This is an optimization exercise on Yosys and OpenROAD, whose aim is small area and a short achievable clock period, not a production implementation. In this exercise RTL edits were held to simulation tests only and were not proved equivalent to the original.

==> run Y <==
Design intt4point, start of the top module:
module intt4point(
    input clk, rst,
    input [15:0] in0, in1, in2, in3,
    output [15:0] out0, out1, out2, out3
);
export LEC_CHECK = 0
export CAP_MARGIN = 20
export CORE_MARGIN = 2
export CORE_UTILIZATION = 40
export CTS_BUF_LIST = sky130_fd_sc_hd__clkbuf_4 sky130_fd_sc_hd__clkbuf_8
export SLEW_MARGIN = 20
export SYNTH_HIERARCHICAL = 1
export SYNTH_MINIMUM_KEEP_SIZE = 0
create_clock -name core_clock -period 110.0 [get_ports {clk}]
standard.sh (not shown) runs the stock make flow with config.mk's settings and CLKGATE_MAP_FILE= SYNTH_SCRIPT=/design/flow/synth_recipe.tcl, a recipe that flattens the netlist after the stock synthesis.
==> flow/flow/run.sh <==
#!/bin/bash
set -e
export BUFFER_PORTS_ARGS="-buffer_cell sky130_fd_sc_hd__buf_1"
bash standard.sh > standard.log 2>&1
==> run E (differences from run Y) <==
==> flow/flow/run.sh (replaced) <==
#!/bin/bash
set -e
export BUFFER_PORTS_ARGS="-buffer_cell sky130_fd_sc_hd__buf_1"
export SETUP_SLACK_MARGIN=80
bash standard.sh > standard.log 2>&1
--- a/flow/config.mk
+++ b/flow/config.mk
@@ -10,3 +10,2 @@
 export CORE_UTILIZATION = 40
-export CTS_BUF_LIST = sky130_fd_sc_hd__clkbuf_4 sky130_fd_sc_hd__clkbuf_8
 export SLEW_MARGIN = 20
==> run notes <==
Run E completed with no timing, DRC or antenna violations. Run Y completed with no timing, DRC or antenna violations.
In sequential share of layout area, run Y and run E hardly differ.
In run E the global-route usage is higher than in run Y, by 0.48 points.
In synthesized cell count, run E and run Y do not differ.
Between run E and run Y, the lower maximum frequency is in run Y (gap 3.9%, measured against run Y).
In run Y the count of clock-buffer cells in the layout is lower than in run E, by 1.
Against run Y, the non-clock buffer count of run E is higher by 28.
==> figures <==
| item | run E | run Y |
|---|---|---|
| Total setup buffers inserted after CTS | 13 | 0 |
| Crit path max fanout | 5 | 8 |
| Routed wire length on met3 | 1.229 mm | 1.201 mm |
| Max Clk Rate | 33.36 MHz | 32.10 MHz |
| Detailed-route via count | 6,365 | 6,207 |
| Worst Setup EP | out1[1] | out3[12] |
| Outcome | complete, no violations | complete, no violations |
| Worst setup margin | 80.02 ns | 78.85 ns |
| Worst slack on hold paths | 22.20 ns | 22.16 ns |
| Global-route met1 utilization | 0.2698 | 0.2625 |
| Detail Placement HPWL | 19.66 mm | 19.50 mm |
| Post-DR vias/cell | 4.859 | 4.842 |
| Worst slew pin tran | 0.8546 ns | 0.8825 ns |
| Area of the multi-input gates | 0.008922 mm² | 0.008594 mm² |

========
==> inputs of 02-11 <==
intt4point, a different RTL version from the one above (not shown whole).
clock: 110.0 ns
lec_check: 0
cap_margin: 20
core_margin: 2
core_utilization: 40
slew_margin: 20
synth_hierarchical: 1
synth_minimum_keep_size: 0
==> flow/flow/run.sh <==
#!/bin/bash
set -e
export BUFFER_PORTS_ARGS="-buffer_cell sky130_fd_sc_hd__buf_1"
bash standard.sh > standard.log 2>&1
==> 08-24 (differences from 02-11) <==
Settings changed: CORE_UTILIZATION 40 to 75.
==> run notes <==
Total number of vias: 02-11 6,403; 08-24 6,914
Die H: 02-11 167 um; 08-24 123 um
Die Span X: 02-11 167 um; 08-24 123 um
Area growth from synthesis to layout: 02-11 9.65%; 08-24 7.93%
Core Area: 02-11 26,100 um^2; 08-24 13,900 um^2
Filler cell count: 02-11 2,465; 08-24 786
Row count: 02-11 59; 08-24 43
Hold path startpoint: 02-11 in2[12]; 08-24 in2[0]
Post-Layout Cell Count: 02-11 1,332; 08-24 1,178
Number of cells in the design after placement: 02-11 1,317; 08-24 1,162
Global routing usage on met2: 02-11 0.299; 08-24 0.609
Endpoint of the worst hold path: 02-11 rb[12]$_DFF_P_; 08-24 rb[0]$_DFF_P_
Final worst path period need: 02-11 32.27 ns; 08-24 32.25 ns
Capturing element of the worst setup path: 02-11 out1[8]; 08-24 out3[5]
Outcome: 02-11 no timing/DRC/antenna violations; 08-24 no timing/DRC/antenna violations

========
==> job 815: inputs <==
RTL: one of the versions met above, not the one the previous note started from.
clock: 110.0 ns
lec_check: 0
cap_margin: 20
core_margin: 2
core_utilization: 40
slew_margin: 20
synth_hierarchical: 1
synth_minimum_keep_size: 0
run.sh (not shown) runs the stock make flow with config.mk's settings and CLKGATE_MAP_FILE= SYNTH_SCRIPT=/design/flow/synth_recipe.tcl, a recipe that flattens the netlist after the stock synthesis.
Stock flow here: none of the scripts above is used.
==> job 5587 (differences from job 815) <==
--- a/flow/design.v
+++ b/flow/design.v
@@ -1,17 +1,18 @@
 module intt4point(
     input clk, rst,
     input [15:0] in0, in1, in2, in3,
     output [15:0] out0, out1, out2, out3
 );
   wire [12:0] z0, z1, z2, z3;
-  reg [14:0] rs0;
+  reg [12:0] rz0;
   reg [14:0] rs2;
   reg [12:0] rb;
   reg [12:0] rd;
+  wire [12:0] x0z;
   wire [12:0] dmz;
   wire [12:0] bmz;
   wire [12:0] g0 = in0[12:0] & {13{~rst}};
   wire [12:0] g1 = in1[12:0] & {13{~rst}};
   wire [12:0] g2 = in2[12:0] & {13{~rst}};
   wire [12:0] g3 = in3[12:0] & {13{~rst}};
   wire s1, c2;
@@ -271,39 +272,41 @@
   fa_m us249 (.a(s23), .b(i248), .c(c247), .s(s249), .co(c250));
   wire i251 = ~s51;
   wire s252, c253;
   fa_m us252 (.a(s25), .b(i251), .c(c250), .s(s252), .co(c253));
   wire i254 = ~c52;
   wire s255, c256;
   fa_m us255 (.a(c26), .b(i254), .c(c253), .s(s255), .co(c256));
-  wire [14:0] rs0_d = {c214, s213, s211, s209, s207, s205, s203, s201, s199, s197, s195, s193, s191, s189, s187};
+  wire s257, c258;
+  xn_m us257 (.a(s187), .b(s189), .y(s257));
+  or_m uc258 (.a(s187), .b(s189), .y(c258));
+  wire s259, c260;
+  ha_m us259 (.a(s187), .b(s205), .s(s259), .co(c260));
+  wire s261, c262;
+  fa_m us261 (.a(s189), .b(s207), .c(c260), .s(s261), .co(c262));
+  wire s263, c264;
+  ha_m us263 (.a(s209), .b(c262), .s(s263), .co(c264));
+  wire s265, c266;
+  ha_m us265 (.a(s211), .b(c264), .s(s265), .co(c266));
+  wire s267, c268;
+  fa_m us267 (.a(s213), .b(s187), .c(c266), .s(s267), .co(c268));
+  wire i269 = ~s257;
+  wire s270, c271;
+  fa_m us270 (.a(c214), .b(i269), .c(c268), .s(s270), .co(c271));
+  wire i272 = ~c258;
+  wire s273, c274;
+  xn_m us273 (.a(i272), .b(c271), .y(s273));
+  or_m uc274 (.a(i272), .b(c271), .y(c274));
+  wire [12:0] w275 = {s270, s267, s265, s263, s261, s259, s203, s201, s199, s197, s195, s193, s191};
+  assign x0z = s273 ? w275 + 13'd7681 : w275;
+  wire [12:0] rz0_d = {x0z[12], x0z[11], x0z[10], x0z[9], x0z[8], x0z[7], x0z[6], x0z[5], x0z[4], x0z[3], x0z[2], x0z[1], x0z[0]};
   wire [14:0] rs2_d = {c256, s255, s252, s249, s246, s243, s240, s237, s234, s231, s228, s225, s222, s219, s216};
   wire [12:0] rb_d = {bmz[12], bmz[11], bmz[10], bmz[9], bmz[8], bmz[7], bmz[6], bmz[5], bmz[4], bmz[3], bmz[2], bmz[1], bmz[0]};
   wire [12:0] rd_d = {dmz[12], dmz[11], dmz[10], dmz[9], dmz[8], dmz[7], dmz[6], dmz[5], dmz[4], dmz[3], dmz[2], dmz[1], dmz[0]};
-  wire i257 = ~rs0[1];
-  wire s258, c259;
-  ha_m us258 (.a(i257), .b(rs0[14]), .s(s258), .co(c259));
-  wire s260, c261;
-  ha_m us260 (.a(rs0[0]), .b(rs0[9]), .s(s260), .co(c261));
-  wire s262, c263;
-  fa_m us262 (.a(rs0[1]), .b(rs0[10]), .c(c261), .s(s262), .co(c263));
-  wire s264, c265;
-  ha_m us264 (.a(rs0[11]), .b(c263), .s(s264), .co(c265));
-  wire s266, c267;
-  ha_m us266 (.a(rs0[12]), .b(c265), .s(s266), .co(c267));
-  wire s268, c269;
-  fa_m us268 (.a(rs0[13]), .b(rs0[0]), .c(c267), .s(s268), .co(c269));
-  wire i270 = ~rs0[0];
-  wire s271, c272;
-  fa_m us271 (.a(i270), .b(s258), .c(c269), .s(s271), .co(c272));
-  wire s273, c274;
-  xn_m us273 (.a(c259), .b(c272), .y(s273));
-  or_m uc274 (.a(c259), .b(c272), .y(c274));
-  wire [12:0] w275 = {s271, s268, s266, s264, s262, s260, rs0[8], rs0[7], rs0[6], rs0[5], rs0[4], rs0[3], rs0[2]};
-  assign z0 = s273 ? w275 + 13'd7681 : w275;
+  assign z0 = rz0;
   wire i276 = ~rs2[1];
   wire s277, c278;
   xn_m us277 (.a(i276), .b(rs2[14]), .y(s277));
   or_m uc278 (.a(i276), .b(rs2[14]), .y(c278));
   wire i279 = ~rs2[7];
   wire s280, c281;
   ha_m us280 (.a(i279), .b(rs2[5]), .s(s280), .co(c281));
@@ -969,15 +972,15 @@
   wire i924 = ~s916;
   wire i925 = ~s918;
   wire i926 = ~s920;
   wire [12:0] w927 = {i926, i925, i924, s913, s910, s907, s904, s902, s899, s896, s893, s891, s889};
   wire i928 = ~s922;
   assign z3 = i928 ? w927 + 13'd7681 : w927;
   always @(posedge clk) begin
-    rs0 <= rs0_d;
+    rz0 <= rz0_d;
     rs2 <= rs2_d;
     rb <= rb_d;
     rd <= rd_d;
   end
   assign out0 = {3'b000, z0};
   assign out1 = {3'b000, z1};
   assign out2 = {3'b000, z2};
==> flow/flow/run.sh (new file) <==
#!/bin/bash
set -e
export BUFFER_PORTS_ARGS="-buffer_cell sky130_fd_sc_hd__buf_1"
bash standard.sh > standard.log 2>&1
==> flow/standard.sh (new file) <==
#!/bin/bash
# synth_recipe.tcl (not shown) runs the flow's synth.tcl, then flattens the netlist and writes it again
# the make line also repeats each setting of config.mk as NAME=value (left out here)
make -C /OpenROAD-flow-scripts/flow DESIGN_CONFIG=/design/flow/config.mk WORK_HOME=/design/flow/orfs CLKGATE_MAP_FILE= SYNTH_SCRIPT=/design/flow/synth_recipe.tcl "${@:-finish}"
removed: flow/run.sh
==> summary of the runs <==
Final cell count is about the same in job 815 and job 5587. Between job 5587 and job 815, the lower first-iteration DRC count is in job 5587 (gap about 30%, measured against job 815). Between job 815 and job 5587, the lower fmax is in job 815 (gap 1.1%, measured against job 5587). Between job 815 and job 5587, the lower die area is in job 5587 (gap 0.35%, measured against job 5587). In job 5587 the wire length is smaller than in job 815, by about 5%. Flip-flop and latch count: job 815 is higher than job 5587 (2). In job 815 the final area is higher than in job 5587, by 6.1%. Clock-buffer cell count is the same in job 815 and job 5587.
==> figures <==
metric                                                                   job 815        job 5587
First-pass GRT wire length                                              36040 um        34930 um
Seq/total area                                                            9.473%          9.692%
Worst slew margin relative to its limit                                   42.24%          43.66%
Relative area of clock buffers and inverters in the final design          1.290%          1.481%
Adder-cell area share of the yosys netlist                                63.70%          63.81%
Final period utilization                                                  28.63%          28.30%
Met3 GRT Util                                                             3.064%          1.793%
Status                                                            finished clean  finished clean
Cell total after placement                                                  1275            1274
Die width                                                               164.5 um        164.2 um
Simple-gate share of the synthesized area                                 9.196%          9.290%
Final cell count without fillers                                            1283            1282
Synthesized area per cell                                              12.12 um2       12.09 um2
Layout Nets                                                                 1369            1367
Post-placement setup slack                                              78780 ps        78820 ps
Cell count after synthesis                                                   850             849
Total vias in the final route                                               6180            6072
Slew at the pin closest to its max-slew limit                           860.2 ps        839.0 ps

[static timing again, ports no longer ideal]
Ports are ideal in the flow. The routed layouts listed here were re-timed in OpenROAD.
Step 1 assumes that a clkbuf_16 drives the clock port and a buf_2 every other input.
Step 2 times the ports against the registers' clock, not the clock port: input delays grow and output delays shrink by t, the midpoint of the rising clock arrivals with the driver on.
a / b / c = no drivers / after step 1 / after step 2; a / b = the first two.
run | shift t [ns] | setup slack, ns | worst hold slack (ns) | worst data-port slew with drivers (ns)
run Y | 0.352 | 78.846 / 78.811 / 79.164 | 22.161 / 22.147 / 22.500 | 0.07
run E | 0.332 | 80.021 / 79.981 / 80.312 | 22.196 / 22.176 / 22.507 | 0.07
02-11 | 0.360 | 77.733 / 77.694 / 78.055 | 22.040 / 22.028 / 22.389 | 0.08
08-24 | 0.355 | 77.752 / 77.717 / 78.072 | 21.982 / 21.970 / 22.325 | 0.05
job 815 | 0.338 | 78.510 / 78.471 / 78.809 | 22.528 / 22.512 / 22.850 | 0.06
job 5587 | 0.329 | 78.867 / 78.828 / 78.830 | 22.216 / 22.197 / 22.411 | 0.04
After both steps setup and hold are still met in every run listed. The setup slack of job 5587, which loses most, moves by -0.039 ns with the drivers and by -0.037 ns with both steps.
